Source: an optimization exercise on an open RTL-to-GDS flow (aim: small area and a short achievable clock period). Production flows keep margins and buffers that such runs may drop.
In this exercise RTL edits were held to simulation tests only and were not proved equivalent to the original.
Power and IR drop assume default switching activity.

==> flow/design.v <==
module full_adder(output sum,
                  output carry_out,
                  input x,
                  input y,
                  input carry_in);
assign sum = x ^ y ^ carry_in;
assign carry_out = (x & y) | (x & carry_in) | (y & carry_in);
endmodule
module g_and2(output y, input a, input b);
assign y = a & b;
endmodule
module g_aoi21(output y, input a, input b, input c);
assign y = ~((a & b) | c);
endmodule
module g_inv(output y, input a);
assign y = ~a;
endmodule
module g_nand2(output y, input a, input b);
assign y = ~(a & b);
endmodule
module g_nor2(output y, input a, input b);
assign y = ~(a | b);
endmodule
module g_oai21(output y, input a, input b, input c);
assign y = ~((a | b) & c);
endmodule
module g_or2(output y, input a, input b);
assign y = a | b;
endmodule
module g_xnor2(output y, input a, input b);
assign y = ~(a ^ b);
endmodule
module g_xor2(output y, input a, input b);
assign y = a ^ b;
endmodule
module half_adder_n(output sum_n,
                    output carry_n,
                    input a_n,
                    input b_n);
xnor_n xs(sum_n, a_n, b_n);
or_n oc(carry_n, a_n, b_n);
endmodule
module xnor_n(output y, input a, input b);
assign y = ~(a ^ b);
endmodule
module or_n(output y, input a, input b);
assign y = a | b;
endmodule
module fir_3tap (input clk,
                 input [7:0] Xin,
                 input [7:0] H0,
                 input [7:0] H1,
                 input [7:0] H2,
                 output reg [15:0] Yout);
reg [15:0] Q1n, Q2n;
wire t2_p0_0 = ~(Xin[0] & H2[0]);
wire t2_p0_1 = ~(Xin[0] & H2[1]);
wire t2_p0_2 = ~(Xin[0] & H2[2]);
wire t2_p0_3 = ~(Xin[0] & H2[3]);
wire t2_p0_4 = ~(Xin[0] & H2[4]);
wire t2_p0_5 = ~(Xin[0] & H2[5]);
wire t2_p0_6 = ~(Xin[0] & H2[6]);
wire t2_p0_7 = ~(Xin[0] & H2[7]);
wire t2_p1_0 = ~(Xin[1] & H2[0]);
wire t2_p1_1 = ~(Xin[1] & H2[1]);
wire t2_p1_2 = ~(Xin[1] & H2[2]);
wire t2_p1_3 = ~(Xin[1] & H2[3]);
wire t2_p1_4 = ~(Xin[1] & H2[4]);
wire t2_p1_5 = ~(Xin[1] & H2[5]);
wire t2_p1_6 = ~(Xin[1] & H2[6]);
wire t2_p1_7 = ~(Xin[1] & H2[7]);
wire t2_p2_0 = ~(Xin[2] & H2[0]);
wire t2_p2_1 = ~(Xin[2] & H2[1]);
wire t2_p2_2 = ~(Xin[2] & H2[2]);
wire t2_p2_3 = ~(Xin[2] & H2[3]);
wire t2_p2_4 = ~(Xin[2] & H2[4]);
wire t2_p2_5 = ~(Xin[2] & H2[5]);
wire t2_p2_6 = ~(Xin[2] & H2[6]);
wire t2_p2_7 = ~(Xin[2] & H2[7]);
wire t2_p3_0 = ~(Xin[3] & H2[0]);
wire t2_p3_1 = ~(Xin[3] & H2[1]);
wire t2_p3_2 = ~(Xin[3] & H2[2]);
wire t2_p3_3 = ~(Xin[3] & H2[3]);
wire t2_p3_4 = ~(Xin[3] & H2[4]);
wire t2_p3_5 = ~(Xin[3] & H2[5]);
wire t2_p3_6 = ~(Xin[3] & H2[6]);
wire t2_p3_7 = ~(Xin[3] & H2[7]);
wire t2_p4_0 = ~(Xin[4] & H2[0]);
wire t2_p4_1 = ~(Xin[4] & H2[1]);
wire t2_p4_2 = ~(Xin[4] & H2[2]);
wire t2_p4_3 = ~(Xin[4] & H2[3]);
wire t2_p4_4 = ~(Xin[4] & H2[4]);
wire t2_p4_5 = ~(Xin[4] & H2[5]);
wire t2_p4_6 = ~(Xin[4] & H2[6]);
wire t2_p4_7 = ~(Xin[4] & H2[7]);
wire t2_p5_0 = ~(Xin[5] & H2[0]);
wire t2_p5_1 = ~(Xin[5] & H2[1]);
wire t2_p5_2 = ~(Xin[5] & H2[2]);
wire t2_p5_3 = ~(Xin[5] & H2[3]);
wire t2_p5_4 = ~(Xin[5] & H2[4]);
wire t2_p5_5 = ~(Xin[5] & H2[5]);
wire t2_p5_6 = ~(Xin[5] & H2[6]);
wire t2_p5_7 = ~(Xin[5] & H2[7]);
wire t2_p6_0 = ~(Xin[6] & H2[0]);
wire t2_p6_1 = ~(Xin[6] & H2[1]);
wire t2_p6_2 = ~(Xin[6] & H2[2]);
wire t2_p6_3 = ~(Xin[6] & H2[3]);
wire t2_p6_4 = ~(Xin[6] & H2[4]);
wire t2_p6_5 = ~(Xin[6] & H2[5]);
wire t2_p6_6 = ~(Xin[6] & H2[6]);
wire t2_p6_7 = ~(Xin[6] & H2[7]);
wire t2_p7_0 = ~(Xin[7] & H2[0]);
wire t2_p7_1 = ~(Xin[7] & H2[1]);
wire t2_p7_2 = ~(Xin[7] & H2[2]);
wire t2_p7_3 = ~(Xin[7] & H2[3]);
wire t2_p7_4 = ~(Xin[7] & H2[4]);
wire t2_p7_5 = ~(Xin[7] & H2[5]);
wire t2_p7_6 = ~(Xin[7] & H2[6]);
wire t2_p7_7 = ~(Xin[7] & H2[7]);
wire t2_s0, t2_c0;
half_adder_n t2_ha1 (t2_s0, t2_c0, t2_p0_6, t2_p1_5);
wire t2_s1, t2_c1;
full_adder t2_fa2 (t2_s1, t2_c1, t2_p0_7, t2_p1_6, t2_p2_5);
wire t2_s2, t2_c2;
half_adder_n t2_ha3 (t2_s2, t2_c2, t2_p3_4, t2_p4_3);
wire t2_s3, t2_c3;
full_adder t2_fa4 (t2_s3, t2_c3, t2_p1_7, t2_p2_6, t2_p3_5);
wire t2_s4, t2_c4;
half_adder_n t2_ha5 (t2_s4, t2_c4, t2_p4_4, t2_p5_3);
wire t2_s5, t2_c5;
full_adder t2_fa6 (t2_s5, t2_c5, t2_p2_7, t2_p3_6, t2_p4_5);
wire t2_s6, t2_c6;
half_adder_n t2_ha7 (t2_s6, t2_c6, t2_p0_4, t2_p1_3);
wire t2_s7, t2_c7;
full_adder t2_fa8 (t2_s7, t2_c7, t2_p0_5, t2_p1_4, t2_p2_3);
wire t2_s8, t2_c8;
half_adder_n t2_ha9 (t2_s8, t2_c8, t2_p3_2, t2_p4_1);
wire t2_s9, t2_c9;
full_adder t2_fa10 (t2_s9, t2_c9, t2_p2_4, t2_p3_3, t2_p4_2);
wire t2_s10, t2_c10;
full_adder t2_fa11 (t2_s10, t2_c10, t2_p5_1, t2_p6_0, t2_s0);
wire t2_s11, t2_c11;
full_adder t2_fa12 (t2_s11, t2_c11, t2_p5_2, t2_p6_1, t2_p7_0);
wire t2_s12, t2_c12;
full_adder t2_fa13 (t2_s12, t2_c12, t2_c0, t2_s2, t2_s1);
wire t2_s13, t2_c13;
full_adder t2_fa14 (t2_s13, t2_c13, t2_p6_2, t2_p7_1, t2_c2);
wire t2_s14, t2_c14;
full_adder t2_fa15 (t2_s14, t2_c14, t2_s4, t2_c1, t2_s3);
wire t2_s15, t2_c15;
full_adder t2_fa16 (t2_s15, t2_c15, t2_p5_4, t2_p6_3, t2_p7_2);
wire t2_s16, t2_c16;
full_adder t2_fa17 (t2_s16, t2_c16, t2_c4, t2_c3, t2_s5);
wire t2_s17, t2_c17;
full_adder t2_fa18 (t2_s17, t2_c17, t2_p3_7, t2_p4_6, t2_p5_5);
wire t2_s18, t2_c18;
full_adder t2_fa19 (t2_s18, t2_c18, t2_p6_4, t2_p7_3, t2_c5);
wire t2_s19, t2_c19;
full_adder t2_fa20 (t2_s19, t2_c19, t2_p4_7, t2_p5_6, t2_p6_5);
wire t2_s20, t2_c20;
half_adder_n t2_ha21 (t2_s20, t2_c20, t2_p0_3, t2_p1_2);
wire t2_s21, t2_c21;
full_adder t2_fa22 (t2_s21, t2_c21, t2_p2_2, t2_p3_1, t2_p4_0);
wire t2_s22, t2_c22;
full_adder t2_fa23 (t2_s22, t2_c22, t2_p5_0, t2_c6, t2_s8);
wire t2_s23, t2_c23;
full_adder t2_fa24 (t2_s23, t2_c23, t2_c8, t2_c7, t2_s9);
wire t2_s24, t2_c24;
full_adder t2_fa25 (t2_s24, t2_c24, t2_c9, t2_s11, t2_c10);
wire t2_s25, t2_c25;
full_adder t2_fa26 (t2_s25, t2_c25, t2_c11, t2_s13, t2_c12);
wire t2_s26, t2_c26;
full_adder t2_fa27 (t2_s26, t2_c26, t2_s15, t2_c13, t2_c14);
wire t2_s27, t2_c27;
full_adder t2_fa28 (t2_s27, t2_c27, t2_c15, t2_s17, t2_c16);
wire t2_s28, t2_c28;
full_adder t2_fa29 (t2_s28, t2_c28, t2_p7_4, t2_c17, t2_s19);
wire t2_s29, t2_c29;
full_adder t2_fa30 (t2_s29, t2_c29, t2_p5_7, t2_p6_6, t2_p7_5);
wire t2_s30, t2_c30;
half_adder_n t2_ha31 (t2_s30, t2_c30, t2_p0_2, t2_p1_1);
wire t2_s31, t2_c31;
full_adder t2_fa32 (t2_s31, t2_c31, t2_p2_1, t2_p3_0, t2_s20);
wire t2_s32, t2_c32;
full_adder t2_fa33 (t2_s32, t2_c32, t2_c20, t2_s6, t2_s21);
wire t2_s33, t2_c33;
full_adder t2_fa34 (t2_s33, t2_c33, t2_c21, t2_s7, t2_s22);
wire t2_s34, t2_c34;
full_adder t2_fa35 (t2_s34, t2_c34, t2_c22, t2_s10, t2_s23);
wire t2_s35, t2_c35;
full_adder t2_fa36 (t2_s35, t2_c35, t2_c23, t2_s12, t2_s24);
wire t2_s36, t2_c36;
full_adder t2_fa37 (t2_s36, t2_c36, t2_s14, t2_c24, t2_s25);
wire t2_s37, t2_c37;
full_adder t2_fa38 (t2_s37, t2_c37, t2_s16, t2_c25, t2_s26);
wire t2_s38, t2_c38;
full_adder t2_fa39 (t2_s38, t2_c38, t2_s18, t2_c26, t2_s27);
wire t2_s39, t2_c39;
full_adder t2_fa40 (t2_s39, t2_c39, t2_c18, t2_s28, t2_c27);
wire t2_s40, t2_c40;
full_adder t2_fa41 (t2_s40, t2_c40, t2_c19, t2_s29, t2_c28);
wire t2_s41, t2_c41;
full_adder t2_fa42 (t2_s41, t2_c41, t2_p6_7, t2_p7_6, t2_c29);
wire n1;
g_xnor2 u1 (n1, t2_p0_1, t2_p1_0);
wire n2;
g_or2 u2 (n2, t2_p0_1, t2_p1_0);
wire t2_rs2, t2_rc2;
full_adder t2_rfa2 (t2_rs2, t2_rc2, t2_s30, t2_p2_0, n2);
wire n3;
g_or2 u3 (n3, t2_c30, t2_s31);
wire n4;
g_and2 u4 (n4, t2_c30, t2_s31);
wire n5;
g_aoi21 u5 (n5, n3, t2_rc2, n4);
wire n6;
g_nor2 u6 (n6, t2_c31, t2_s32);
wire n7;
g_nand2 u7 (n7, t2_c31, t2_s32);
wire n8;
g_oai21 u8 (n8, n6, n5, n7);
wire n9;
g_or2 u9 (n9, t2_c32, t2_s33);
wire n10;
g_and2 u10 (n10, t2_c32, t2_s33);
wire n11;
g_aoi21 u11 (n11, n9, n8, n10);
wire n12;
g_nor2 u12 (n12, t2_c33, t2_s34);
wire n13;
g_nand2 u13 (n13, t2_c33, t2_s34);
wire n14;
g_oai21 u14 (n14, n12, n11, n13);
wire n15;
g_or2 u15 (n15, t2_c34, t2_s35);
wire n16;
g_and2 u16 (n16, t2_c34, t2_s35);
wire n17;
g_aoi21 u17 (n17, n15, n14, n16);
wire n18;
g_nor2 u18 (n18, t2_c36, t2_s37);
wire n19;
g_nand2 u19 (n19, t2_c35, t2_s36);
wire n20;
g_nand2 u20 (n20, t2_c36, t2_s37);
wire n21;
g_oai21 u21 (n21, n18, n19, n20);
wire n22;
g_nor2 u22 (n22, t2_c35, t2_s36);
wire n23;
g_nor2 u23 (n23, n18, n22);
wire n24;
g_nor2 u24 (n24, t2_c38, t2_s39);
wire n25;
g_nand2 u25 (n25, t2_c37, t2_s38);
wire n26;
g_nand2 u26 (n26, t2_c38, t2_s39);
wire n27;
g_oai21 u27 (n27, n24, n25, n26);
wire n28;
g_nor2 u28 (n28, t2_c37, t2_s38);
wire n29;
g_nor2 u29 (n29, n24, n28);
wire n30;
g_nor2 u30 (n30, t2_c40, t2_s41);
wire n31;
g_nand2 u31 (n31, t2_c39, t2_s40);
wire n32;
g_nand2 u32 (n32, t2_c40, t2_s41);
wire n33;
g_oai21 u33 (n33, n30, n31, n32);
wire n34;
g_nor2 u34 (n34, t2_c39, t2_s40);
wire n35;
g_nor2 u35 (n35, n30, n34);
wire n36;
g_inv u36 (n36, n23);
wire n37;
g_inv u37 (n37, n21);
wire n38;
g_oai21 u38 (n38, n36, n17, n37);
wire n39;
g_inv u39 (n39, n23);
wire n40;
g_nor2 u40 (n40, t2_c34, t2_s35);
wire n41;
g_nor2 u41 (n41, n39, n40);
wire n42;
g_aoi21 u42 (n42, n35, n27, n33);
wire n43;
g_nand2 u43 (n43, n35, n29);
wire n44;
g_inv u44 (n44, n43);
wire n45;
g_inv u45 (n45, n42);
wire n46;
g_aoi21 u46 (n46, n44, n38, n45);
wire n47;
g_inv u47 (n47, n43);
wire n48;
g_nand2 u48 (n48, n47, n41);
wire n49;
g_aoi21 u49 (n49, n29, n38, n27);
wire n50;
g_nand2 u50 (n50, n29, n41);
wire n51;
g_oai21 u51 (n51, n22, n17, n19);
wire n52;
g_nor2 u52 (n52, n22, n40);
wire n53;
g_or2 u53 (n53, t2_c37, t2_s38);
wire n54;
g_and2 u54 (n54, t2_c37, t2_s38);
wire n55;
g_aoi21 u55 (n55, n53, n38, n54);
wire n56;
g_nand2 u56 (n56, n53, n41);
wire n57;
g_oai21 u57 (n57, n34, n49, n31);
wire n58;
g_nor2 u58 (n58, n34, n50);
wire n59;
g_nor2 u59 (n59, t2_c41, t2_p7_7);
wire n60;
g_nand2 u60 (n60, t2_c41, t2_p7_7);
wire n61;
g_oai21 u61 (n61, n59, n46, n60);
wire n62;
g_nor2 u62 (n62, n59, n48);
wire n63;
g_xor2 u63 (n63, t2_c30, t2_s31);
wire n64;
g_xor2 u64 (n64, n63, t2_rc2);
wire n65;
g_xor2 u65 (n65, t2_c31, t2_s32);
wire n66;
g_xnor2 u66 (n66, n65, n5);
wire n67;
g_xor2 u67 (n67, t2_c32, t2_s33);
wire n68;
g_xor2 u68 (n68, n67, n8);
wire n69;
g_xor2 u69 (n69, t2_c33, t2_s34);
wire n70;
g_xnor2 u70 (n70, n69, n11);
wire n71;
g_xor2 u71 (n71, t2_c34, t2_s35);
wire n72;
g_xor2 u72 (n72, n71, n14);
wire n73;
g_xor2 u73 (n73, t2_c35, t2_s36);
wire n74;
g_xnor2 u74 (n74, n73, n17);
wire n75;
g_xor2 u75 (n75, t2_c36, t2_s37);
wire n76;
g_xor2 u76 (n76, n75, n51);
wire n77;
g_xor2 u77 (n77, t2_c37, t2_s38);
wire n78;
g_xor2 u78 (n78, n77, n38);
wire n79;
g_xor2 u79 (n79, t2_c38, t2_s39);
wire n80;
g_xnor2 u80 (n80, n79, n55);
wire n81;
g_xor2 u81 (n81, t2_c39, t2_s40);
wire n82;
g_xnor2 u82 (n82, n81, n49);
wire n83;
g_xor2 u83 (n83, t2_c40, t2_s41);
wire n84;
g_xor2 u84 (n84, n83, n57);
wire n85;
g_xor2 u85 (n85, t2_c41, t2_p7_7);
wire n86;
g_xnor2 u86 (n86, n85, n46);
wire [15:0] t2_sn = {n61, n86, n84, n82, n80, n78, n76, n74, n72, n70, n68, n66, n64, t2_rs2, n1, t2_p0_0};
wire t1_p0_0 = ~(Xin[0] & H1[0]);
wire t1_p0_1 = ~(Xin[0] & H1[1]);
wire t1_p0_2 = ~(Xin[0] & H1[2]);
wire t1_p0_3 = ~(Xin[0] & H1[3]);
wire t1_p0_4 = ~(Xin[0] & H1[4]);
wire t1_p0_5 = ~(Xin[0] & H1[5]);
wire t1_p0_6 = ~(Xin[0] & H1[6]);
wire t1_p0_7 = ~(Xin[0] & H1[7]);
wire t1_p1_0 = ~(Xin[1] & H1[0]);
wire t1_p1_1 = ~(Xin[1] & H1[1]);
wire t1_p1_2 = ~(Xin[1] & H1[2]);
wire t1_p1_3 = ~(Xin[1] & H1[3]);
wire t1_p1_4 = ~(Xin[1] & H1[4]);
wire t1_p1_5 = ~(Xin[1] & H1[5]);
wire t1_p1_6 = ~(Xin[1] & H1[6]);
wire t1_p1_7 = ~(Xin[1] & H1[7]);
wire t1_p2_0 = ~(Xin[2] & H1[0]);
wire t1_p2_1 = ~(Xin[2] & H1[1]);
wire t1_p2_2 = ~(Xin[2] & H1[2]);
wire t1_p2_3 = ~(Xin[2] & H1[3]);
wire t1_p2_4 = ~(Xin[2] & H1[4]);
wire t1_p2_5 = ~(Xin[2] & H1[5]);
wire t1_p2_6 = ~(Xin[2] & H1[6]);
wire t1_p2_7 = ~(Xin[2] & H1[7]);
wire t1_p3_0 = ~(Xin[3] & H1[0]);
wire t1_p3_1 = ~(Xin[3] & H1[1]);
wire t1_p3_2 = ~(Xin[3] & H1[2]);
wire t1_p3_3 = ~(Xin[3] & H1[3]);
wire t1_p3_4 = ~(Xin[3] & H1[4]);
wire t1_p3_5 = ~(Xin[3] & H1[5]);
wire t1_p3_6 = ~(Xin[3] & H1[6]);
wire t1_p3_7 = ~(Xin[3] & H1[7]);
wire t1_p4_0 = ~(Xin[4] & H1[0]);
wire t1_p4_1 = ~(Xin[4] & H1[1]);
wire t1_p4_2 = ~(Xin[4] & H1[2]);
wire t1_p4_3 = ~(Xin[4] & H1[3]);
wire t1_p4_4 = ~(Xin[4] & H1[4]);
wire t1_p4_5 = ~(Xin[4] & H1[5]);
wire t1_p4_6 = ~(Xin[4] & H1[6]);
wire t1_p4_7 = ~(Xin[4] & H1[7]);
wire t1_p5_0 = ~(Xin[5] & H1[0]);
wire t1_p5_1 = ~(Xin[5] & H1[1]);
wire t1_p5_2 = ~(Xin[5] & H1[2]);
wire t1_p5_3 = ~(Xin[5] & H1[3]);
wire t1_p5_4 = ~(Xin[5] & H1[4]);
wire t1_p5_5 = ~(Xin[5] & H1[5]);
wire t1_p5_6 = ~(Xin[5] & H1[6]);
wire t1_p5_7 = ~(Xin[5] & H1[7]);
wire t1_p6_0 = ~(Xin[6] & H1[0]);
wire t1_p6_1 = ~(Xin[6] & H1[1]);
wire t1_p6_2 = ~(Xin[6] & H1[2]);
wire t1_p6_3 = ~(Xin[6] & H1[3]);
wire t1_p6_4 = ~(Xin[6] & H1[4]);
wire t1_p6_5 = ~(Xin[6] & H1[5]);
wire t1_p6_6 = ~(Xin[6] & H1[6]);
wire t1_p6_7 = ~(Xin[6] & H1[7]);
wire t1_p7_0 = ~(Xin[7] & H1[0]);
wire t1_p7_1 = ~(Xin[7] & H1[1]);
wire t1_p7_2 = ~(Xin[7] & H1[2]);
wire t1_p7_3 = ~(Xin[7] & H1[3]);
wire t1_p7_4 = ~(Xin[7] & H1[4]);
wire t1_p7_5 = ~(Xin[7] & H1[5]);
wire t1_p7_6 = ~(Xin[7] & H1[6]);
wire t1_p7_7 = ~(Xin[7] & H1[7]);
wire t1_s0, t1_c0;
half_adder_n t1_ha1 (t1_s0, t1_c0, Q1n[5], t1_p0_5);
wire t1_s1, t1_c1;
full_adder t1_fa2 (t1_s1, t1_c1, Q1n[6], t1_p0_6, t1_p1_5);
wire t1_s2, t1_c2;
half_adder_n t1_ha3 (t1_s2, t1_c2, t1_p2_4, t1_p3_3);
wire t1_s3, t1_c3;
full_adder t1_fa4 (t1_s3, t1_c3, Q1n[7], t1_p0_7, t1_p1_6);
wire t1_s4, t1_c4;
full_adder t1_fa5 (t1_s4, t1_c4, t1_p2_5, t1_p3_4, t1_p4_3);
wire t1_s5, t1_c5;
half_adder_n t1_ha6 (t1_s5, t1_c5, t1_p5_2, t1_p6_1);
wire t1_s6, t1_c6;
full_adder t1_fa7 (t1_s6, t1_c6, Q1n[8], t1_p1_7, t1_p2_6);
wire t1_s7, t1_c7;
full_adder t1_fa8 (t1_s7, t1_c7, t1_p3_5, t1_p4_4, t1_p5_3);
wire t1_s8, t1_c8;
half_adder_n t1_ha9 (t1_s8, t1_c8, t1_p6_2, t1_p7_1);
wire t1_s9, t1_c9;
full_adder t1_fa10 (t1_s9, t1_c9, Q1n[9], t1_p2_7, t1_p3_6);
wire t1_s10, t1_c10;
full_adder t1_fa11 (t1_s10, t1_c10, t1_p4_5, t1_p5_4, t1_p6_3);
wire t1_s11, t1_c11;
full_adder t1_fa12 (t1_s11, t1_c11, Q1n[10], t1_p3_7, t1_p4_6);
wire t1_s12, t1_c12;
half_adder_n t1_ha13 (t1_s12, t1_c12, Q1n[3], t1_p0_3);
wire t1_s13, t1_c13;
full_adder t1_fa14 (t1_s13, t1_c13, Q1n[4], t1_p0_4, t1_p1_3);
wire t1_s14, t1_c14;
half_adder_n t1_ha15 (t1_s14, t1_c14, t1_p2_2, t1_p3_1);
wire t1_s15, t1_c15;
full_adder t1_fa16 (t1_s15, t1_c15, t1_p1_4, t1_p2_3, t1_p3_2);
wire t1_s16, t1_c16;
full_adder t1_fa17 (t1_s16, t1_c16, t1_p4_1, t1_p5_0, t1_s0);
wire t1_s17, t1_c17;
full_adder t1_fa18 (t1_s17, t1_c17, t1_p4_2, t1_p5_1, t1_p6_0);
wire t1_s18, t1_c18;
full_adder t1_fa19 (t1_s18, t1_c18, t1_c0, t1_s2, t1_s1);
wire t1_s19, t1_c19;
full_adder t1_fa20 (t1_s19, t1_c19, t1_p7_0, t1_c2, t1_s5);
wire t1_s20, t1_c20;
full_adder t1_fa21 (t1_s20, t1_c20, t1_c1, t1_s3, t1_s4);
wire t1_s21, t1_c21;
full_adder t1_fa22 (t1_s21, t1_c21, t1_c5, t1_s8, t1_c3);
wire t1_s22, t1_c22;
full_adder t1_fa23 (t1_s22, t1_c22, t1_c4, t1_s6, t1_s7);
wire t1_s23, t1_c23;
full_adder t1_fa24 (t1_s23, t1_c23, t1_p7_2, t1_c8, t1_c6);
wire t1_s24, t1_c24;
full_adder t1_fa25 (t1_s24, t1_c24, t1_c7, t1_s10, t1_s9);
wire t1_s25, t1_c25;
full_adder t1_fa26 (t1_s25, t1_c25, t1_p5_5, t1_p6_4, t1_p7_3);
wire t1_s26, t1_c26;
full_adder t1_fa27 (t1_s26, t1_c26, t1_c10, t1_c9, t1_s11);
wire t1_s27, t1_c27;
full_adder t1_fa28 (t1_s27, t1_c27, Q1n[11], t1_p4_7, t1_p5_6);
wire t1_s28, t1_c28;
full_adder t1_fa29 (t1_s28, t1_c28, t1_p6_5, t1_p7_4, t1_c11);
wire t1_s29, t1_c29;
full_adder t1_fa30 (t1_s29, t1_c29, Q1n[12], t1_p5_7, t1_p6_6);
wire t1_s30, t1_c30;
half_adder_n t1_ha31 (t1_s30, t1_c30, Q1n[2], t1_p0_2);
wire t1_s31, t1_c31;
full_adder t1_fa32 (t1_s31, t1_c31, t1_p1_2, t1_p2_1, t1_p3_0);
wire t1_s32, t1_c32;
full_adder t1_fa33 (t1_s32, t1_c32, t1_p4_0, t1_c12, t1_s14);
wire t1_s33, t1_c33;
full_adder t1_fa34 (t1_s33, t1_c33, t1_c14, t1_c13, t1_s15);
wire t1_s34, t1_c34;
full_adder t1_fa35 (t1_s34, t1_c34, t1_c15, t1_s17, t1_c16);
wire t1_s35, t1_c35;
full_adder t1_fa36 (t1_s35, t1_c35, t1_c17, t1_s19, t1_c18);
wire t1_s36, t1_c36;
full_adder t1_fa37 (t1_s36, t1_c36, t1_c19, t1_c20, t1_s21);
wire t1_s37, t1_c37;
full_adder t1_fa38 (t1_s37, t1_c37, t1_c21, t1_c22, t1_s23);
wire t1_s38, t1_c38;
full_adder t1_fa39 (t1_s38, t1_c38, t1_s25, t1_c23, t1_c24);
wire t1_s39, t1_c39;
full_adder t1_fa40 (t1_s39, t1_c39, t1_c25, t1_s27, t1_c26);
wire t1_s40, t1_c40;
full_adder t1_fa41 (t1_s40, t1_c40, t1_p7_5, t1_c27, t1_s29);
wire t1_s41, t1_c41;
full_adder t1_fa42 (t1_s41, t1_c41, Q1n[13], t1_p6_7, t1_p7_6);
wire t1_s42, t1_c42;
half_adder_n t1_ha43 (t1_s42, t1_c42, Q1n[1], t1_p0_1);
wire t1_s43, t1_c43;
full_adder t1_fa44 (t1_s43, t1_c43, t1_p1_1, t1_p2_0, t1_s30);
wire t1_s44, t1_c44;
full_adder t1_fa45 (t1_s44, t1_c44, t1_c30, t1_s12, t1_s31);
wire t1_s45, t1_c45;
full_adder t1_fa46 (t1_s45, t1_c45, t1_c31, t1_s13, t1_s32);
wire t1_s46, t1_c46;
full_adder t1_fa47 (t1_s46, t1_c46, t1_c32, t1_s16, t1_s33);
wire t1_s47, t1_c47;
full_adder t1_fa48 (t1_s47, t1_c47, t1_c33, t1_s18, t1_s34);
wire t1_s48, t1_c48;
full_adder t1_fa49 (t1_s48, t1_c48, t1_s20, t1_c34, t1_s35);
wire t1_s49, t1_c49;
full_adder t1_fa50 (t1_s49, t1_c49, t1_s22, t1_c35, t1_s36);
wire t1_s50, t1_c50;
full_adder t1_fa51 (t1_s50, t1_c50, t1_s24, t1_c36, t1_s37);
wire t1_s51, t1_c51;
full_adder t1_fa52 (t1_s51, t1_c51, t1_s26, t1_c37, t1_s38);
wire t1_s52, t1_c52;
full_adder t1_fa53 (t1_s52, t1_c52, t1_s28, t1_c38, t1_s39);
wire t1_s53, t1_c53;
full_adder t1_fa54 (t1_s53, t1_c53, t1_c28, t1_s40, t1_c39);
wire t1_s54, t1_c54;
full_adder t1_fa55 (t1_s54, t1_c54, t1_c29, t1_s41, t1_c40);
wire t1_s55, t1_c55;
full_adder t1_fa56 (t1_s55, t1_c55, Q1n[14], t1_p7_7, t1_c41);
wire n87;
g_xnor2 u87 (n87, Q1n[0], t1_p0_0);
wire n88;
g_or2 u88 (n88, Q1n[0], t1_p0_0);
wire t1_rs1, t1_rc1;
full_adder t1_rfa1 (t1_rs1, t1_rc1, t1_s42, t1_p1_0, n88);
wire t1_rs2, t1_rc2;
full_adder t1_rfa2 (t1_rs2, t1_rc2, t1_c42, t1_s43, t1_rc1);
wire n89;
g_or2 u89 (n89, t1_c43, t1_s44);
wire n90;
g_and2 u90 (n90, t1_c43, t1_s44);
wire n91;
g_aoi21 u91 (n91, n89, t1_rc2, n90);
wire n92;
g_nor2 u92 (n92, t1_c44, t1_s45);
wire n93;
g_nand2 u93 (n93, t1_c44, t1_s45);
wire n94;
g_oai21 u94 (n94, n92, n91, n93);
wire n95;
g_or2 u95 (n95, t1_c45, t1_s46);
wire n96;
g_and2 u96 (n96, t1_c45, t1_s46);
wire n97;
g_aoi21 u97 (n97, n95, n94, n96);
wire n98;
g_nor2 u98 (n98, t1_c46, t1_s47);
wire n99;
g_nand2 u99 (n99, t1_c46, t1_s47);
wire n100;
g_oai21 u100 (n100, n98, n97, n99);
wire n101;
g_or2 u101 (n101, t1_c47, t1_s48);
wire n102;
g_and2 u102 (n102, t1_c47, t1_s48);
wire n103;
g_aoi21 u103 (n103, n101, n100, n102);
wire n104;
g_nor2 u104 (n104, t1_c49, t1_s50);
wire n105;
g_nand2 u105 (n105, t1_c48, t1_s49);
wire n106;
g_nand2 u106 (n106, t1_c49, t1_s50);
wire n107;
g_oai21 u107 (n107, n104, n105, n106);
wire n108;
g_nor2 u108 (n108, t1_c48, t1_s49);
wire n109;
g_nor2 u109 (n109, n104, n108);
wire n110;
g_nor2 u110 (n110, t1_c51, t1_s52);
wire n111;
g_nand2 u111 (n111, t1_c50, t1_s51);
wire n112;
g_nand2 u112 (n112, t1_c51, t1_s52);
wire n113;
g_oai21 u113 (n113, n110, n111, n112);
wire n114;
g_nor2 u114 (n114, t1_c50, t1_s51);
wire n115;
g_nor2 u115 (n115, n110, n114);
wire n116;
g_nor2 u116 (n116, t1_c53, t1_s54);
wire n117;
g_nand2 u117 (n117, t1_c52, t1_s53);
wire n118;
g_nand2 u118 (n118, t1_c53, t1_s54);
wire n119;
g_oai21 u119 (n119, n116, n117, n118);
wire n120;
g_nor2 u120 (n120, t1_c52, t1_s53);
wire n121;
g_nor2 u121 (n121, n116, n120);
wire n122;
g_inv u122 (n122, n109);
wire n123;
g_inv u123 (n123, n107);
wire n124;
g_oai21 u124 (n124, n122, n103, n123);
wire n125;
g_inv u125 (n125, n109);
wire n126;
g_nor2 u126 (n126, t1_c47, t1_s48);
wire n127;
g_nor2 u127 (n127, n125, n126);
wire n128;
g_aoi21 u128 (n128, n121, n113, n119);
wire n129;
g_nand2 u129 (n129, n121, n115);
wire n130;
g_inv u130 (n130, n129);
wire n131;
g_inv u131 (n131, n128);
wire n132;
g_aoi21 u132 (n132, n130, n124, n131);
wire n133;
g_inv u133 (n133, n129);
wire n134;
g_nand2 u134 (n134, n133, n127);
wire n135;
g_aoi21 u135 (n135, n115, n124, n113);
wire n136;
g_nand2 u136 (n136, n115, n127);
wire n137;
g_oai21 u137 (n137, n108, n103, n105);
wire n138;
g_nor2 u138 (n138, n108, n126);
wire n139;
g_or2 u139 (n139, t1_c50, t1_s51);
wire n140;
g_and2 u140 (n140, t1_c50, t1_s51);
wire n141;
g_aoi21 u141 (n141, n139, n124, n140);
wire n142;
g_nand2 u142 (n142, n139, n127);
wire n143;
g_oai21 u143 (n143, n120, n135, n117);
wire n144;
g_nor2 u144 (n144, n120, n136);
wire n145;
g_nor2 u145 (n145, t1_c54, t1_s55);
wire n146;
g_nand2 u146 (n146, t1_c54, t1_s55);
wire n147;
g_oai21 u147 (n147, n145, n132, n146);
wire n148;
g_nor2 u148 (n148, n145, n134);
wire n149;
g_xor2 u149 (n149, t1_c43, t1_s44);
wire n150;
g_xor2 u150 (n150, n149, t1_rc2);
wire n151;
g_xor2 u151 (n151, t1_c44, t1_s45);
wire n152;
g_xnor2 u152 (n152, n151, n91);
wire n153;
g_xor2 u153 (n153, t1_c45, t1_s46);
wire n154;
g_xor2 u154 (n154, n153, n94);
wire n155;
g_xor2 u155 (n155, t1_c46, t1_s47);
wire n156;
g_xnor2 u156 (n156, n155, n97);
wire n157;
g_xor2 u157 (n157, t1_c47, t1_s48);
wire n158;
g_xor2 u158 (n158, n157, n100);
wire n159;
g_xor2 u159 (n159, t1_c48, t1_s49);
wire n160;
g_xnor2 u160 (n160, n159, n103);
wire n161;
g_xor2 u161 (n161, t1_c49, t1_s50);
wire n162;
g_xor2 u162 (n162, n161, n137);
wire n163;
g_xor2 u163 (n163, t1_c50, t1_s51);
wire n164;
g_xor2 u164 (n164, n163, n124);
wire n165;
g_xor2 u165 (n165, t1_c51, t1_s52);
wire n166;
g_xnor2 u166 (n166, n165, n141);
wire n167;
g_xor2 u167 (n167, t1_c52, t1_s53);
wire n168;
g_xnor2 u168 (n168, n167, n135);
wire n169;
g_xor2 u169 (n169, t1_c53, t1_s54);
wire n170;
g_xor2 u170 (n170, n169, n143);
wire n171;
g_xor2 u171 (n171, t1_c54, t1_s55);
wire n172;
g_xnor2 u172 (n172, n171, n132);
wire n173;
g_xor2 u173 (n173, t1_c55, Q1n[15]);
wire n174;
g_xor2 u174 (n174, n173, n147);
wire [15:0] t1_sn = {n174, n172, n170, n168, n166, n164, n162, n160, n158, n156, n154, n152, n150, t1_rs2, t1_rs1, n87};
wire t0_p0_0 = ~(Xin[0] & H0[0]);
wire t0_p0_1 = ~(Xin[0] & H0[1]);
wire t0_p0_2 = ~(Xin[0] & H0[2]);
wire t0_p0_3 = ~(Xin[0] & H0[3]);
wire t0_p0_4 = ~(Xin[0] & H0[4]);
wire t0_p0_5 = ~(Xin[0] & H0[5]);
wire t0_p0_6 = ~(Xin[0] & H0[6]);
wire t0_p0_7 = ~(Xin[0] & H0[7]);
wire t0_p1_0 = ~(Xin[1] & H0[0]);
wire t0_p1_1 = ~(Xin[1] & H0[1]);
wire t0_p1_2 = ~(Xin[1] & H0[2]);
wire t0_p1_3 = ~(Xin[1] & H0[3]);
wire t0_p1_4 = ~(Xin[1] & H0[4]);
wire t0_p1_5 = ~(Xin[1] & H0[5]);
wire t0_p1_6 = ~(Xin[1] & H0[6]);
wire t0_p1_7 = ~(Xin[1] & H0[7]);
wire t0_p2_0 = ~(Xin[2] & H0[0]);
wire t0_p2_1 = ~(Xin[2] & H0[1]);
wire t0_p2_2 = ~(Xin[2] & H0[2]);
wire t0_p2_3 = ~(Xin[2] & H0[3]);
wire t0_p2_4 = ~(Xin[2] & H0[4]);
wire t0_p2_5 = ~(Xin[2] & H0[5]);
wire t0_p2_6 = ~(Xin[2] & H0[6]);
wire t0_p2_7 = ~(Xin[2] & H0[7]);
wire t0_p3_0 = ~(Xin[3] & H0[0]);
wire t0_p3_1 = ~(Xin[3] & H0[1]);
wire t0_p3_2 = ~(Xin[3] & H0[2]);
wire t0_p3_3 = ~(Xin[3] & H0[3]);
wire t0_p3_4 = ~(Xin[3] & H0[4]);
wire t0_p3_5 = ~(Xin[3] & H0[5]);
wire t0_p3_6 = ~(Xin[3] & H0[6]);
wire t0_p3_7 = ~(Xin[3] & H0[7]);
wire t0_p4_0 = ~(Xin[4] & H0[0]);
wire t0_p4_1 = ~(Xin[4] & H0[1]);
wire t0_p4_2 = ~(Xin[4] & H0[2]);
wire t0_p4_3 = ~(Xin[4] & H0[3]);
wire t0_p4_4 = ~(Xin[4] & H0[4]);
wire t0_p4_5 = ~(Xin[4] & H0[5]);
wire t0_p4_6 = ~(Xin[4] & H0[6]);
wire t0_p4_7 = ~(Xin[4] & H0[7]);
wire t0_p5_0 = ~(Xin[5] & H0[0]);
wire t0_p5_1 = ~(Xin[5] & H0[1]);
wire t0_p5_2 = ~(Xin[5] & H0[2]);
wire t0_p5_3 = ~(Xin[5] & H0[3]);
wire t0_p5_4 = ~(Xin[5] & H0[4]);
wire t0_p5_5 = ~(Xin[5] & H0[5]);
wire t0_p5_6 = ~(Xin[5] & H0[6]);
wire t0_p5_7 = ~(Xin[5] & H0[7]);
wire t0_p6_0 = ~(Xin[6] & H0[0]);
wire t0_p6_1 = ~(Xin[6] & H0[1]);
wire t0_p6_2 = ~(Xin[6] & H0[2]);
wire t0_p6_3 = ~(Xin[6] & H0[3]);
wire t0_p6_4 = ~(Xin[6] & H0[4]);
wire t0_p6_5 = ~(Xin[6] & H0[5]);
wire t0_p6_6 = ~(Xin[6] & H0[6]);
wire t0_p6_7 = ~(Xin[6] & H0[7]);
wire t0_p7_0 = ~(Xin[7] & H0[0]);
wire t0_p7_1 = ~(Xin[7] & H0[1]);
wire t0_p7_2 = ~(Xin[7] & H0[2]);
wire t0_p7_3 = ~(Xin[7] & H0[3]);
wire t0_p7_4 = ~(Xin[7] & H0[4]);
wire t0_p7_5 = ~(Xin[7] & H0[5]);
wire t0_p7_6 = ~(Xin[7] & H0[6]);
wire t0_p7_7 = ~(Xin[7] & H0[7]);
wire t0_s0, t0_c0;
half_adder_n t0_ha1 (t0_s0, t0_c0, Q2n[5], t0_p0_5);
wire t0_s1, t0_c1;
full_adder t0_fa2 (t0_s1, t0_c1, Q2n[6], t0_p0_6, t0_p1_5);
wire t0_s2, t0_c2;
half_adder_n t0_ha3 (t0_s2, t0_c2, t0_p2_4, t0_p3_3);
wire t0_s3, t0_c3;
full_adder t0_fa4 (t0_s3, t0_c3, Q2n[7], t0_p0_7, t0_p1_6);
wire t0_s4, t0_c4;
full_adder t0_fa5 (t0_s4, t0_c4, t0_p2_5, t0_p3_4, t0_p4_3);
wire t0_s5, t0_c5;
half_adder_n t0_ha6 (t0_s5, t0_c5, t0_p5_2, t0_p6_1);
wire t0_s6, t0_c6;
full_adder t0_fa7 (t0_s6, t0_c6, Q2n[8], t0_p1_7, t0_p2_6);
wire t0_s7, t0_c7;
full_adder t0_fa8 (t0_s7, t0_c7, t0_p3_5, t0_p4_4, t0_p5_3);
wire t0_s8, t0_c8;
half_adder_n t0_ha9 (t0_s8, t0_c8, t0_p6_2, t0_p7_1);
wire t0_s9, t0_c9;
full_adder t0_fa10 (t0_s9, t0_c9, Q2n[9], t0_p2_7, t0_p3_6);
wire t0_s10, t0_c10;
full_adder t0_fa11 (t0_s10, t0_c10, t0_p4_5, t0_p5_4, t0_p6_3);
wire t0_s11, t0_c11;
full_adder t0_fa12 (t0_s11, t0_c11, Q2n[10], t0_p3_7, t0_p4_6);
wire t0_s12, t0_c12;
half_adder_n t0_ha13 (t0_s12, t0_c12, Q2n[3], t0_p0_3);
wire t0_s13, t0_c13;
full_adder t0_fa14 (t0_s13, t0_c13, Q2n[4], t0_p0_4, t0_p1_3);
wire t0_s14, t0_c14;
half_adder_n t0_ha15 (t0_s14, t0_c14, t0_p2_2, t0_p3_1);
wire t0_s15, t0_c15;
full_adder t0_fa16 (t0_s15, t0_c15, t0_p1_4, t0_p2_3, t0_p3_2);
wire t0_s16, t0_c16;
full_adder t0_fa17 (t0_s16, t0_c16, t0_p4_1, t0_p5_0, t0_s0);
wire t0_s17, t0_c17;
full_adder t0_fa18 (t0_s17, t0_c17, t0_p4_2, t0_p5_1, t0_p6_0);
wire t0_s18, t0_c18;
full_adder t0_fa19 (t0_s18, t0_c18, t0_c0, t0_s2, t0_s1);
wire t0_s19, t0_c19;
full_adder t0_fa20 (t0_s19, t0_c19, t0_p7_0, t0_c2, t0_s5);
wire t0_s20, t0_c20;
full_adder t0_fa21 (t0_s20, t0_c20, t0_c1, t0_s3, t0_s4);
wire t0_s21, t0_c21;
full_adder t0_fa22 (t0_s21, t0_c21, t0_c5, t0_s8, t0_c3);
wire t0_s22, t0_c22;
full_adder t0_fa23 (t0_s22, t0_c22, t0_c4, t0_s6, t0_s7);
wire t0_s23, t0_c23;
full_adder t0_fa24 (t0_s23, t0_c23, t0_p7_2, t0_c8, t0_c6);
wire t0_s24, t0_c24;
full_adder t0_fa25 (t0_s24, t0_c24, t0_c7, t0_s10, t0_s9);
wire t0_s25, t0_c25;
full_adder t0_fa26 (t0_s25, t0_c25, t0_p5_5, t0_p6_4, t0_p7_3);
wire t0_s26, t0_c26;
full_adder t0_fa27 (t0_s26, t0_c26, t0_c10, t0_c9, t0_s11);
wire t0_s27, t0_c27;
full_adder t0_fa28 (t0_s27, t0_c27, Q2n[11], t0_p4_7, t0_p5_6);
wire t0_s28, t0_c28;
full_adder t0_fa29 (t0_s28, t0_c28, t0_p6_5, t0_p7_4, t0_c11);
wire t0_s29, t0_c29;
full_adder t0_fa30 (t0_s29, t0_c29, Q2n[12], t0_p5_7, t0_p6_6);
wire t0_s30, t0_c30;
half_adder_n t0_ha31 (t0_s30, t0_c30, Q2n[2], t0_p0_2);
wire t0_s31, t0_c31;
full_adder t0_fa32 (t0_s31, t0_c31, t0_p1_2, t0_p2_1, t0_p3_0);
wire t0_s32, t0_c32;
full_adder t0_fa33 (t0_s32, t0_c32, t0_p4_0, t0_c12, t0_s14);
wire t0_s33, t0_c33;
full_adder t0_fa34 (t0_s33, t0_c33, t0_c14, t0_c13, t0_s15);
wire t0_s34, t0_c34;
full_adder t0_fa35 (t0_s34, t0_c34, t0_c15, t0_s17, t0_c16);
wire t0_s35, t0_c35;
full_adder t0_fa36 (t0_s35, t0_c35, t0_c17, t0_s19, t0_c18);
wire t0_s36, t0_c36;
full_adder t0_fa37 (t0_s36, t0_c36, t0_c19, t0_c20, t0_s21);
wire t0_s37, t0_c37;
full_adder t0_fa38 (t0_s37, t0_c37, t0_c21, t0_c22, t0_s23);
wire t0_s38, t0_c38;
full_adder t0_fa39 (t0_s38, t0_c38, t0_s25, t0_c23, t0_c24);
wire t0_s39, t0_c39;
full_adder t0_fa40 (t0_s39, t0_c39, t0_c25, t0_s27, t0_c26);
wire t0_s40, t0_c40;
full_adder t0_fa41 (t0_s40, t0_c40, t0_p7_5, t0_c27, t0_s29);
wire t0_s41, t0_c41;
full_adder t0_fa42 (t0_s41, t0_c41, Q2n[13], t0_p6_7, t0_p7_6);
wire t0_s42, t0_c42;
half_adder_n t0_ha43 (t0_s42, t0_c42, Q2n[1], t0_p0_1);
wire t0_s43, t0_c43;
full_adder t0_fa44 (t0_s43, t0_c43, t0_p1_1, t0_p2_0, t0_s30);
wire t0_s44, t0_c44;
full_adder t0_fa45 (t0_s44, t0_c44, t0_c30, t0_s12, t0_s31);
wire t0_s45, t0_c45;
full_adder t0_fa46 (t0_s45, t0_c45, t0_c31, t0_s13, t0_s32);
wire t0_s46, t0_c46;
full_adder t0_fa47 (t0_s46, t0_c46, t0_c32, t0_s16, t0_s33);
wire t0_s47, t0_c47;
full_adder t0_fa48 (t0_s47, t0_c47, t0_c33, t0_s18, t0_s34);
wire t0_s48, t0_c48;
full_adder t0_fa49 (t0_s48, t0_c48, t0_s20, t0_c34, t0_s35);
wire t0_s49, t0_c49;
full_adder t0_fa50 (t0_s49, t0_c49, t0_s22, t0_c35, t0_s36);
wire t0_s50, t0_c50;
full_adder t0_fa51 (t0_s50, t0_c50, t0_s24, t0_c36, t0_s37);
wire t0_s51, t0_c51;
full_adder t0_fa52 (t0_s51, t0_c51, t0_s26, t0_c37, t0_s38);
wire t0_s52, t0_c52;
full_adder t0_fa53 (t0_s52, t0_c52, t0_s28, t0_c38, t0_s39);
wire t0_s53, t0_c53;
full_adder t0_fa54 (t0_s53, t0_c53, t0_c28, t0_s40, t0_c39);
wire t0_s54, t0_c54;
full_adder t0_fa55 (t0_s54, t0_c54, t0_c29, t0_s41, t0_c40);
wire t0_s55, t0_c55;
full_adder t0_fa56 (t0_s55, t0_c55, Q2n[14], t0_p7_7, t0_c41);
wire n175;
g_xnor2 u175 (n175, Q2n[0], t0_p0_0);
wire n176;
g_or2 u176 (n176, Q2n[0], t0_p0_0);
wire t0_rs1, t0_rc1;
full_adder t0_rfa1 (t0_rs1, t0_rc1, t0_s42, t0_p1_0, n176);
wire t0_rs2, t0_rc2;
full_adder t0_rfa2 (t0_rs2, t0_rc2, t0_c42, t0_s43, t0_rc1);
wire n177;
g_or2 u177 (n177, t0_c43, t0_s44);
wire n178;
g_and2 u178 (n178, t0_c43, t0_s44);
wire n179;
g_aoi21 u179 (n179, n177, t0_rc2, n178);
wire n180;
g_nor2 u180 (n180, t0_c44, t0_s45);
wire n181;
g_nand2 u181 (n181, t0_c44, t0_s45);
wire n182;
g_oai21 u182 (n182, n180, n179, n181);
wire n183;
g_or2 u183 (n183, t0_c45, t0_s46);
wire n184;
g_and2 u184 (n184, t0_c45, t0_s46);
wire n185;
g_aoi21 u185 (n185, n183, n182, n184);
wire n186;
g_nor2 u186 (n186, t0_c46, t0_s47);
wire n187;
g_nand2 u187 (n187, t0_c46, t0_s47);
wire n188;
g_oai21 u188 (n188, n186, n185, n187);
wire n189;
g_or2 u189 (n189, t0_c47, t0_s48);
wire n190;
g_and2 u190 (n190, t0_c47, t0_s48);
wire n191;
g_aoi21 u191 (n191, n189, n188, n190);
wire n192;
g_nor2 u192 (n192, t0_c49, t0_s50);
wire n193;
g_nand2 u193 (n193, t0_c48, t0_s49);
wire n194;
g_nand2 u194 (n194, t0_c49, t0_s50);
wire n195;
g_oai21 u195 (n195, n192, n193, n194);
wire n196;
g_nor2 u196 (n196, t0_c48, t0_s49);
wire n197;
g_nor2 u197 (n197, n192, n196);
wire n198;
g_nor2 u198 (n198, t0_c51, t0_s52);
wire n199;
g_nand2 u199 (n199, t0_c50, t0_s51);
wire n200;
g_nand2 u200 (n200, t0_c51, t0_s52);
wire n201;
g_oai21 u201 (n201, n198, n199, n200);
wire n202;
g_nor2 u202 (n202, t0_c50, t0_s51);
wire n203;
g_nor2 u203 (n203, n198, n202);
wire n204;
g_nor2 u204 (n204, t0_c53, t0_s54);
wire n205;
g_nand2 u205 (n205, t0_c52, t0_s53);
wire n206;
g_nand2 u206 (n206, t0_c53, t0_s54);
wire n207;
g_oai21 u207 (n207, n204, n205, n206);
wire n208;
g_nor2 u208 (n208, t0_c52, t0_s53);
wire n209;
g_nor2 u209 (n209, n204, n208);
wire n210;
g_inv u210 (n210, n197);
wire n211;
g_inv u211 (n211, n195);
wire n212;
g_oai21 u212 (n212, n210, n191, n211);
wire n213;
g_inv u213 (n213, n197);
wire n214;
g_nor2 u214 (n214, t0_c47, t0_s48);
wire n215;
g_nor2 u215 (n215, n213, n214);
wire n216;
g_aoi21 u216 (n216, n209, n201, n207);
wire n217;
g_nand2 u217 (n217, n209, n203);
wire n218;
g_inv u218 (n218, n217);
wire n219;
g_inv u219 (n219, n216);
wire n220;
g_aoi21 u220 (n220, n218, n212, n219);
wire n221;
g_inv u221 (n221, n217);
wire n222;
g_nand2 u222 (n222, n221, n215);
wire n223;
g_aoi21 u223 (n223, n203, n212, n201);
wire n224;
g_nand2 u224 (n224, n203, n215);
wire n225;
g_oai21 u225 (n225, n196, n191, n193);
wire n226;
g_nor2 u226 (n226, n196, n214);
wire n227;
g_or2 u227 (n227, t0_c50, t0_s51);
wire n228;
g_and2 u228 (n228, t0_c50, t0_s51);
wire n229;
g_aoi21 u229 (n229, n227, n212, n228);
wire n230;
g_nand2 u230 (n230, n227, n215);
wire n231;
g_oai21 u231 (n231, n208, n223, n205);
wire n232;
g_nor2 u232 (n232, n208, n224);
wire n233;
g_nor2 u233 (n233, t0_c54, t0_s55);
wire n234;
g_nand2 u234 (n234, t0_c54, t0_s55);
wire n235;
g_oai21 u235 (n235, n233, n220, n234);
wire n236;
g_nor2 u236 (n236, n233, n222);
wire n237;
g_inv u237 (n237, n175);
wire n238;
g_inv u238 (n238, t0_rs1);
wire n239;
g_inv u239 (n239, t0_rs2);
wire n240;
g_xor2 u240 (n240, t0_c43, t0_s44);
wire n241;
g_xnor2 u241 (n241, n240, t0_rc2);
wire n242;
g_xor2 u242 (n242, t0_c44, t0_s45);
wire n243;
g_xor2 u243 (n243, n242, n179);
wire n244;
g_xor2 u244 (n244, t0_c45, t0_s46);
wire n245;
g_xnor2 u245 (n245, n244, n182);
wire n246;
g_xor2 u246 (n246, t0_c46, t0_s47);
wire n247;
g_xor2 u247 (n247, n246, n185);
wire n248;
g_xor2 u248 (n248, t0_c47, t0_s48);
wire n249;
g_xnor2 u249 (n249, n248, n188);
wire n250;
g_xor2 u250 (n250, t0_c48, t0_s49);
wire n251;
g_xor2 u251 (n251, n250, n191);
wire n252;
g_xor2 u252 (n252, t0_c49, t0_s50);
wire n253;
g_xnor2 u253 (n253, n252, n225);
wire n254;
g_xor2 u254 (n254, t0_c50, t0_s51);
wire n255;
g_xnor2 u255 (n255, n254, n212);
wire n256;
g_xor2 u256 (n256, t0_c51, t0_s52);
wire n257;
g_xor2 u257 (n257, n256, n229);
wire n258;
g_xor2 u258 (n258, t0_c52, t0_s53);
wire n259;
g_xor2 u259 (n259, n258, n223);
wire n260;
g_xor2 u260 (n260, t0_c53, t0_s54);
wire n261;
g_xnor2 u261 (n261, n260, n231);
wire n262;
g_xor2 u262 (n262, t0_c54, t0_s55);
wire n263;
g_xor2 u263 (n263, n262, n220);
wire n264;
g_xor2 u264 (n264, t0_c55, Q2n[15]);
wire n265;
g_xnor2 u265 (n265, n264, n235);
wire [15:0] t0_sn = {n265, n263, n261, n259, n257, n255, n253, n251, n249, n247, n245, n243, n241, n239, n238, n237};
always @(posedge clk) begin
  Q1n  <= t2_sn;
  Q2n  <= t1_sn;
  Yout <= t0_sn;
end
endmodule
==> flow/run.sh <==
#!/bin/bash
# synth_recipe.tcl (not shown) runs the flow's synth.tcl, then flattens the netlist and writes it again
# the make line also repeats each setting of config.mk as NAME=value (left out here)
make -C /OpenROAD-flow-scripts/flow DESIGN_CONFIG=/design/flow/config.mk WORK_HOME=/design/flow/orfs CLKGATE_MAP_FILE= SYNTH_SCRIPT=/design/flow/synth_recipe.tcl finish
==> flow/config.mk <==
export PLATFORM = sky130hd
export DESIGN_NAME = fir_3tap
export DESIGN_NICKNAME = fir_3tap
export VERILOG_FILES = /design/flow/design.v
export SDC_FILE = /design/flow/constraint.sdc
export NUM_CORES = 4
export LEC_CHECK = 0
export CAP_MARGIN = 20
export CORE_MARGIN = 2
export CORE_UTILIZATION = 65
export CTS_BUF_LIST = sky130_fd_sc_hd__clkbuf_8
export SETUP_SLACK_MARGIN = 5
export SLEW_MARGIN = 20
export SYNTH_HIERARCHICAL = 1
export SYNTH_MINIMUM_KEEP_SIZE = 0
export TNS_END_PERCENT = 0
==> flow/constraint.sdc <==
create_clock -name core_clock -period 12.5 [get_ports {clk}]
set_input_delay 2.5000 -clock core_clock [delete_from_list [all_inputs] [get_ports {clk}]]
set_output_delay 2.5000 -clock core_clock [all_outputs]
set_load 0.01 [all_outputs]
==> flow_metrics.env, run 1 <==
export IMPL_clockBufferDepth=2
export IMPL_r2r_start="Q1n[6]$_DFF_P_"
export IMPL_ys_async_sr_fraction=0
export IMPL_overflow=0
export IMPL_synth_top_cell_area_share=0.418
export IMPL_min_from="Q1n[0]$_DFF_P_"
export IMPL_post_synth_top_count_cell="nand2_1"
export IMPL_p_leak_nw=2.50
export IMPL_status="complete, no violations"
export IMPL_crit_required_ps=12750
export IMPL_hp_class="reg -> reg"
export IMPL_ys_warnings_count=7
export IMPL_cts_hold_buf=0
export IMPL_gp_congestion=0.828
export IMPL_grtUsageTotal=0.263
export IMPL_dieArea_sq_um=10800
export IMPL_grt_antenna_before_repair=0
export IMPL_relSlewSlack=0.256
export IMPL_syn_inst=697
export IMPL_io_pin_count=49
export IMPL_yosys_area_top_type="fa_1"
export IMPL_synth_edf_count=0
export IMPL_diodes=0
export IMPL_grt_pass1_wl_microns=23300
export IMPL_initial_utilization=0.669
export IMPL_slowest_delay_ps=1200
export IMPL_root_buffer="clkbuf_8"
export IMPL_intPower_mw=1.00
export IMPL_wire_per_inst_microns=14.8
export IMPL_synthTopCellsByCount="nand2_1 (222), fa_1 (136), xor2_1 (57)"
export IMPL_comb_power_share=0.797
export IMPL_antenna_left=0
export IMPL_die_h_microns=104
export IMPL_worstHoldPathCells=1
export IMPL_holdWs_ps=451
export IMPL_fin_tns_setup_ps=0
export IMPL_synth_avg_cell_area_sq_um=9.34
export IMPL_htreeDepth=2
export IMPL_netSwitchingFraction=0.467
export IMPL_period_needed_ps=6840
export IMPL_powerDensity_nw_per_um2=270
export IMPL_final_seq_area_sq_um=961
export IMPL_cp_slowest_cell="clkdlybuf4s50_1"
export IMPL_numPortBuffers=48
export IMPL_max_freq_mhz=146
export IMPL_drt_wl_total_microns=12500
export IMPL_cp_num_buf_inv=2
export IMPL_multi_input_area_sq_um=5220
export IMPL_cp_common_cell="fa_1"
export IMPL_drc=0
export IMPL_ys_seq_area_frac=0.148
export IMPL_grt_pass1_vias=5135
export IMPL_clk_pin_slew_worst_paths_ps=100
export IMPL_clock_power_share=0.051
export IMPL_cts_setup_buffers=0
export IMPL_startpoint_type="input port"
export IMPL_num_rows=36
export IMPL_crit_family="adder cells"
export IMPL_syn2layout_area_growth_pct=7.15
export IMPL_dr_pass1_iters=4
export IMPL_synth_area_leaders="fa_1 (42%), dfxtp_1 (15%), nand2_1 (13%)"
export IMPL_p_switching_mw=0.881
export IMPL_drv_cap=0
export IMPL_arrival_ps=7100
export IMPL_cts_resized_gates=0
export IMPL_nFillCells=776
export IMPL_peakVddDrop_uv=277
export IMPL_cts_buffers=5
export IMPL_cp_max_fo=24
export IMPL_fin_crit_sh=0.547
export IMPL_finalHoldViolCount=0
export IMPL_final_setup_viol_count=0
export IMPL_die_w_microns=104
export IMPL_seq_power_share=0.152
export IMPL_grt_max_degree=25
export IMPL_drt_initial_drc_count=225
export IMPL_worstSetupEndpointType="flop"
export IMPL_worstMarginPinSlew_ps=1110
export IMPL_reg2reg_depth=10
export IMPL_dpl_worst_slack_ps=5340
export IMPL_cts_tree="done"
export IMPL_layout_setup_ws_ps=5660
export IMPL_core_area_sq_um=9730
export IMPL_drive_above_1_share=0.0448
export IMPL_synth_fp_nets=866
export IMPL_fin_skew_ps=11.9
export IMPL_insertion_delay_ps=320
export IMPL_finish_utilization=0.717
export IMPL_via_count=4596
export IMPL_rr_endpoint="Q2n[13]$_DFF_P_"
export IMPL_synth_seq_cells=48
export IMPL_crit_path_cell_trace="clkdlybuf4s50_1, nand2_1, fa_1, fa_1, fa_1, fa_1, nor2_1, nor2_1, inv_1, o21ai_1, a21oi_2, o21ai_1, xnor2_1"
export IMPL_routed_via_density=5.42
export IMPL_synth_cell_types=14
export IMPL_synth_ff_type="dfxtp_1"
export IMPL_holdPathEnd="Q2n[0]$_DFF_P_"
export IMPL_crit_type="in -> reg"
export IMPL_clock_sinks=48
export IMPL_syn_area_sq_um=6510
export IMPL_rsz0062_at_grt="false"
export IMPL_final_nets=883
export IMPL_maxSlewViolCount=0
export IMPL_dp_hpwl_microns=9730
export IMPL_ff2ff_setup_slack_ps=8930
## how the worst max path moves through the flow
stage	startpoint	depth (start not counted)	slack [ps]	end
2_1_floorplan	H1[6]	12	6630	Q2n[13]$_DFF_P_
3_3_place_gp	Xin[1]	13	5470	Yout[15]$_DFF_P_
3_5_place_dp	Xin[0]	12	5340	Q2n[15]$_DFF_P_
4_1_cts	Xin[0]	12	5680	Q2n[15]$_DFF_P_
5_1_grt	Xin[2]	13	5340	Yout[15]$_DFF_P_
6_report	Xin[4]	13	5660	Yout[15]$_DFF_P_
## power groups by stage
stage	logic [mW]	clock network [mW]	registers, mW
global placement	1.46	0	0.291
finish	1.50	0.0970	0.287
detailed placement	1.51	0	0.291
floorplan	1.23	0	0.297
CTS	1.52	0.101	0.289
global route	1.71	0.107	0.295
## cell usage in the layout, fill, tap and decap left out, types with 2 or more instances in the layout
cell type | synthesis | routed
nand2_1 | 222 | 222
xor2_1 | 57 | 57
buf_4 | 0 | 2
and2_1 | 12 | 12
o21ai_1 | 27 | 27
clkbuf_8 | 0 | 5
nor2_1 | 36 | 36
a21oi_2 | 21 | 21
fa_1 | 136 | 136
xnor2_1 | 45 | 45
inv_1 | 15 | 15
clkinv_2 | 0 | 2
or2_1 | 38 | 38
clkdlybuf4s50_1 | 0 | 47
dfxtp_1 | 48 | 48
## final cells by class
| type | instances | area share |
|---|---|---|
| Timing Repair Buffer | 50 | 0.0703 |
| Clock inverter | 3 | 0.00269 |
| Multi-Input combinational cell | 594 | 0.748 |
| Sequential cell | 48 | 0.138 |
| Tap cell | 133 | 0.0238 |
| Inverter | 15 | 0.00807 |
| Clock buffer | 5 | 0.00986 |
## per-layer routing
layer  up-vias  part of all wire  track usage
li1       2138                 -            -
met1      2322              0.42        0.353
met2       123              0.52        0.461
met3        13             0.045       0.0376
met4         0            0.0089       0.0512
met5         -                 0            0
## metrics by stage
step	cells	cell area, sq um	power, mW
6_report	848	6980	1.89
5_1_grt	848	6980	2.11
4_1_cts	848	6980	1.91
3_5_place_dp	840	6900	1.80
3_3_place_gp	840	6900	1.75
2_1_floorplan	697	6510	1.53
## per-module statistics from Yosys, one instance, submodules excluded, a selection
module	copies in the design	cells inside
fir_3tap	1	280
full_adder	136	1
g_aoi21	21	1
g_xnor2	22	1
g_xor2	57	1
xnor_n	23	1
g_and2	12	1
g_or2	15	1
or_n	23	1
g_oai21	27	1
g_inv	15	1
g_nand2	30	1
g_nor2	36	1
## state kept, by name, indices dropped and copies added, names as in the netlist
signal / flops
Yout: 16
Q1n: 16
Q2n: 16
## cells by family (layout without fill, tap and decap cells)
family,count (synthesis),in the layout,share of synthesized area
and+or+nand+nor,308,308,0.197
adders and majority gates,136,136,0.418
xor gates and xnor gates,102,102,0.137
buffers and inverters,55,73,0.0515
AOI/OAI and AO/OA,48,48,0.0490
DFF,48,48,0.148
==> run 2: changes to the inputs <==
==> flow/flow/run.sh (new file) <==
#!/bin/bash
# The standard layout (standard.sh), with two changes to how it is made:
# - ports are buffered with buf_1 instead of the default delay buffer;
# - repair_timing aims for 6.6 ns of setup slack instead of 0.
set -euo pipefail
export SETUP_SLACK_MARGIN=6.6
export BUFFER_PORTS_ARGS="-buffer_cell sky130_fd_sc_hd__buf_1"
bash standard.sh > standard.log 2>&1
==> flow/standard.sh (new file) <==
#!/bin/bash
# synth_recipe.tcl (not shown) runs the flow's synth.tcl, then flattens the netlist and writes it again
# the make line also repeats each setting of config.mk as NAME=value (left out here)
make -C /OpenROAD-flow-scripts/flow DESIGN_CONFIG=/design/flow/config.mk WORK_HOME=/design/flow/orfs CLKGATE_MAP_FILE= SYNTH_SCRIPT=/design/flow/synth_recipe.tcl "${@:-finish}"
--- a/flow/config.mk
+++ b/flow/config.mk
@@ -11,3 +11,2 @@
 export CTS_BUF_LIST = sky130_fd_sc_hd__clkbuf_8
-export SETUP_SLACK_MARGIN = 5
 export SLEW_MARGIN = 20
removed: flow/run.sh
==> run 2 against run 1 <==
Sequential power about the same. Design area fell by 2.9%. Via count fell by 0.22%. Still clean. Largest cell class unchanged. Critical endpoint unchanged. Clock power is 0.8% higher. Combinational power hardly changed. Critical path type unchanged. Highest routed layer unchanged. Largest power group unchanged.
==> flow_metrics.env, run 2 <==
export IMPL_comb_power_share=0.797
export IMPL_post_synth_top_count_cell="nand2_1"
export IMPL_clock_sinks=48
export IMPL_clock_power_share=0.052
export IMPL_layout_commonest_cell="nand2_1"
export IMPL_final_setup_viol_count=0
export IMPL_die_h_microns=104
export IMPL_clockBufferDepth=2
export IMPL_cp_depth=13
export IMPL_grtUsageTotal=0.261
export IMPL_io_pin_count=49
export IMPL_worstHoldPathCells=1
export IMPL_status="complete, no violations"
export IMPL_powerDensity_nw_per_um2=280
export IMPL_wire_per_inst_microns=14.8
export IMPL_synth_ff_type="dfxtp_1"
export IMPL_synthTopCellsByCount="nand2_1 (222), fa_1 (136), xor2_1 (57)"
export IMPL_drc=0
export IMPL_reg2reg_depth=10
export IMPL_fin_crit_sh=0.460
export IMPL_drive_above_1_share=0.0710
export IMPL_nFillCells=806
export IMPL_drt_wl_total_microns=12600
export IMPL_worstMarginPinSlew_ps=424
export IMPL_synth_top_cell_area_share=0.418
export IMPL_max_freq_mhz=174
export IMPL_syn_inst=697
export IMPL_syn2layout_area_growth_pct=4.09
export IMPL_drt_initial_drc_count=256
export IMPL_synth_cell_types=14
export IMPL_synthSimpleGateAreaFrac=0.197
export IMPL_period_needed_ps=5760
export IMPL_finalHoldViolCount=0
export IMPL_crit_family="adder cells"
export IMPL_relSlewSlack=0.718
export IMPL_muxShareOfSynthArea=0
export IMPL_synth_seq_cells=48
export IMPL_grt_pass1_wl_microns=22900
export IMPL_startpoint_type="input port"
export IMPL_intPower_mw=0.989
export IMPL_gp_congestion=0.826
export IMPL_synth_edf_count=0
export IMPL_hp_class="reg -> reg"
export IMPL_layout_common_cells="nand2_1 (222), fa_1 (136), xor2_1 (57)"
export IMPL_cts_buffers=5
export IMPL_synth_top_family_by_area="adder cells"
export IMPL_p_total_mw=1.90
export IMPL_synth_xor_area_frac=0.137
export IMPL_synth_avg_cell_area_sq_um=9.34
export IMPL_synth_fp_nets=866
export IMPL_grt_antenna_before_repair=0
export IMPL_grt_max_degree=25
export IMPL_ys_async_sr_fraction=0
export IMPL_fin_skew_ps=10.2
export IMPL_netSwitchingFraction=0.478
export IMPL_core_area_sq_um=9730
export IMPL_slowest_delay_ps=520
export IMPL_rsz0062_at_grt="true"
export IMPL_peakVddDrop_uv=299
export IMPL_ys_warnings_count=7
export IMPL_synth_adder_area_share=0.418
export IMPL_arrival_ps=5990
export IMPL_dieArea_sq_um=10800
export IMPL_root_buffer="clkbuf_8"
export IMPL_worstSetupEndpointType="flop"
export IMPL_dp_hpwl_microns=9870
export IMPL_die_w_microns=104
export IMPL_synth_area_leaders="fa_1 (42%), dfxtp_1 (15%), nand2_1 (13%)"
export IMPL_grt_pass1_vias=4928
export IMPL_cp_common_cell="fa_1"
export IMPL_reg_largest_list="Q1n x16, Q2n x16, Yout x16"
export IMPL_seq_power_share=0.151
export IMPL_ys_seq_area_frac=0.148
export IMPL_cp_slowest_cell="fa_1"
export IMPL_dpl_worst_slack_ps=5610
export IMPL_num_rows=36
export IMPL_cp_max_fo=24
export IMPL_final_nets=886
export IMPL_via_count=4586
export IMPL_crit_type="in -> reg"
export IMPL_yosys_area_top_type="fa_1"
export IMPL_numPortBuffers=48
export IMPL_maxSlewViolCount=0
export IMPL_crit_path_cell_trace="buf_1, buf_8, nand2_1, fa_1, fa_1, fa_1, fa_1, or2_1, a21oi_2, o21ai_2, a21oi_2, o21ai_1, xnor2_1"
export IMPL_cp_num_buf_inv=2
export IMPL_crit_required_ps=12740
export IMPL_insertion_delay_ps=310
export IMPL_dr_pass1_iters=5
export IMPL_synth_compound_area_share=0.0490
export IMPL_clk_pin_slew_worst_paths_ps=90
export IMPL_overflow=0
export IMPL_layout_setup_ws_ps=6740
export IMPL_routed_via_density=5.39
export IMPL_p_leak_nw=2.44
export IMPL_antenna_left=0
export IMPL_syn_area_sq_um=6510
export IMPL_drv_cap=0
export IMPL_fin_tns_setup_ps=0
export IMPL_cts_tree="done"
export IMPL_p_switching_mw=0.907
export IMPL_diodes=0
export IMPL_htreeDepth=2
## run 2: worst reg2reg max path: stages (launching register included)
cell,delay [ps]
dfxtp_1,320
fa_1,460
fa_1,430
fa_1,500
fa_1,520
or2_1,270
a21oi_2,240
o21ai_2,160
a21oi_2,180
o21ai_1,100
xnor2_1,170
## run 2: logic make-up (layout without fill, tap and decap cells)
family                     Yosys count  count (layout)
AOI/OAI and AO/OA                   48              48
xor gates and xnor gates           102             102
adders and majority gates          136             136
buffers and inverters               55              76
DFF                                 48              48
and+or+nand+nor                    308             308
## run 2: power by group through the flow
| stage | Combinational (mW) | Clock (mW) | Sequential [mW] |
|---|---|---|---|
| floorplan | 1.23 | 0 | 0.297 |
| global placement | 1.42 | 0 | 0.292 |
| detailed placement | 1.48 | 0 | 0.290 |
| CTS | 1.50 | 0.102 | 0.288 |
| global route | 1.72 | 0.109 | 0.294 |
| finish | 1.51 | 0.0978 | 0.286 |
## run 2: final timing paths
path	slack (ps)	start	to
min	450	Q1n[0]$_DFF_P_	Q2n[0]$_DFF_P_
max	6740	Xin[0]	Yout[15]$_DFF_P_
min reg2reg	450	Q1n[0]$_DFF_P_	Q2n[0]$_DFF_P_
max reg2reg	9090	Q2n[6]$_DFF_P_	Yout[15]$_DFF_P_
## run 2: final cells by class
class,count,area (sq um),share of cell area
clock inverter,2,11.3,0.00166
multi-input combinational,594,5240,0.773
sequential,48,961,0.142
timing repair buffer,53,259,0.0382
tap,133,166,0.0245
clock buffer,6,82.6,0.0122
inverter,15,56.3,0.00831
## run 2: layer usage
metal  track usage  vias up  share of wire
met5             0        -              0
met4        0.0386        0         0.0055
met3        0.0345        6          0.052
met2         0.464      131           0.52
met1         0.352     2312           0.42
li1              -     2137              -
## run 2: what timing repair did
action                                 CTS  global route
hold buffers                             0             0
resized for setup                       17            19
setup endpoints to repair               21            10
endpoints found under the hold margin    0             0
## run 2: modules after synthesis, one instance, submodules excluded, excerpt
module | cells | cell area (sq um) | flip-flops and latches | times used
fir_3tap | 280 | 1960 | 48 | 1
xnor_n | 1 | 8.76 | 0 | 23
g_nand2 | 1 | 3.75 | 0 | 30
g_and2 | 1 | 6.26 | 0 | 12
g_oai21 | 1 | 5.00 | 0 | 27
g_aoi21 | 1 | 8.76 | 0 | 21
g_nor2 | 1 | 3.75 | 0 | 36
## run 2: metrics by stage
step / instances / utilization / hold WS [ps] / instance area (sq um)
6_report: 851 / 0.697 / 452 / 6780
5_1_grt: 851 / 0.697 / 491 / 6780
4_1_cts: 851 / 0.692 / 452 / 6730
3_5_place_dp: 843 / 0.680 / 436 / 6620
3_3_place_gp: 843 / 0.680 / 435 / 6620
2_1_floorplan: 697 / - / 418 / 6510
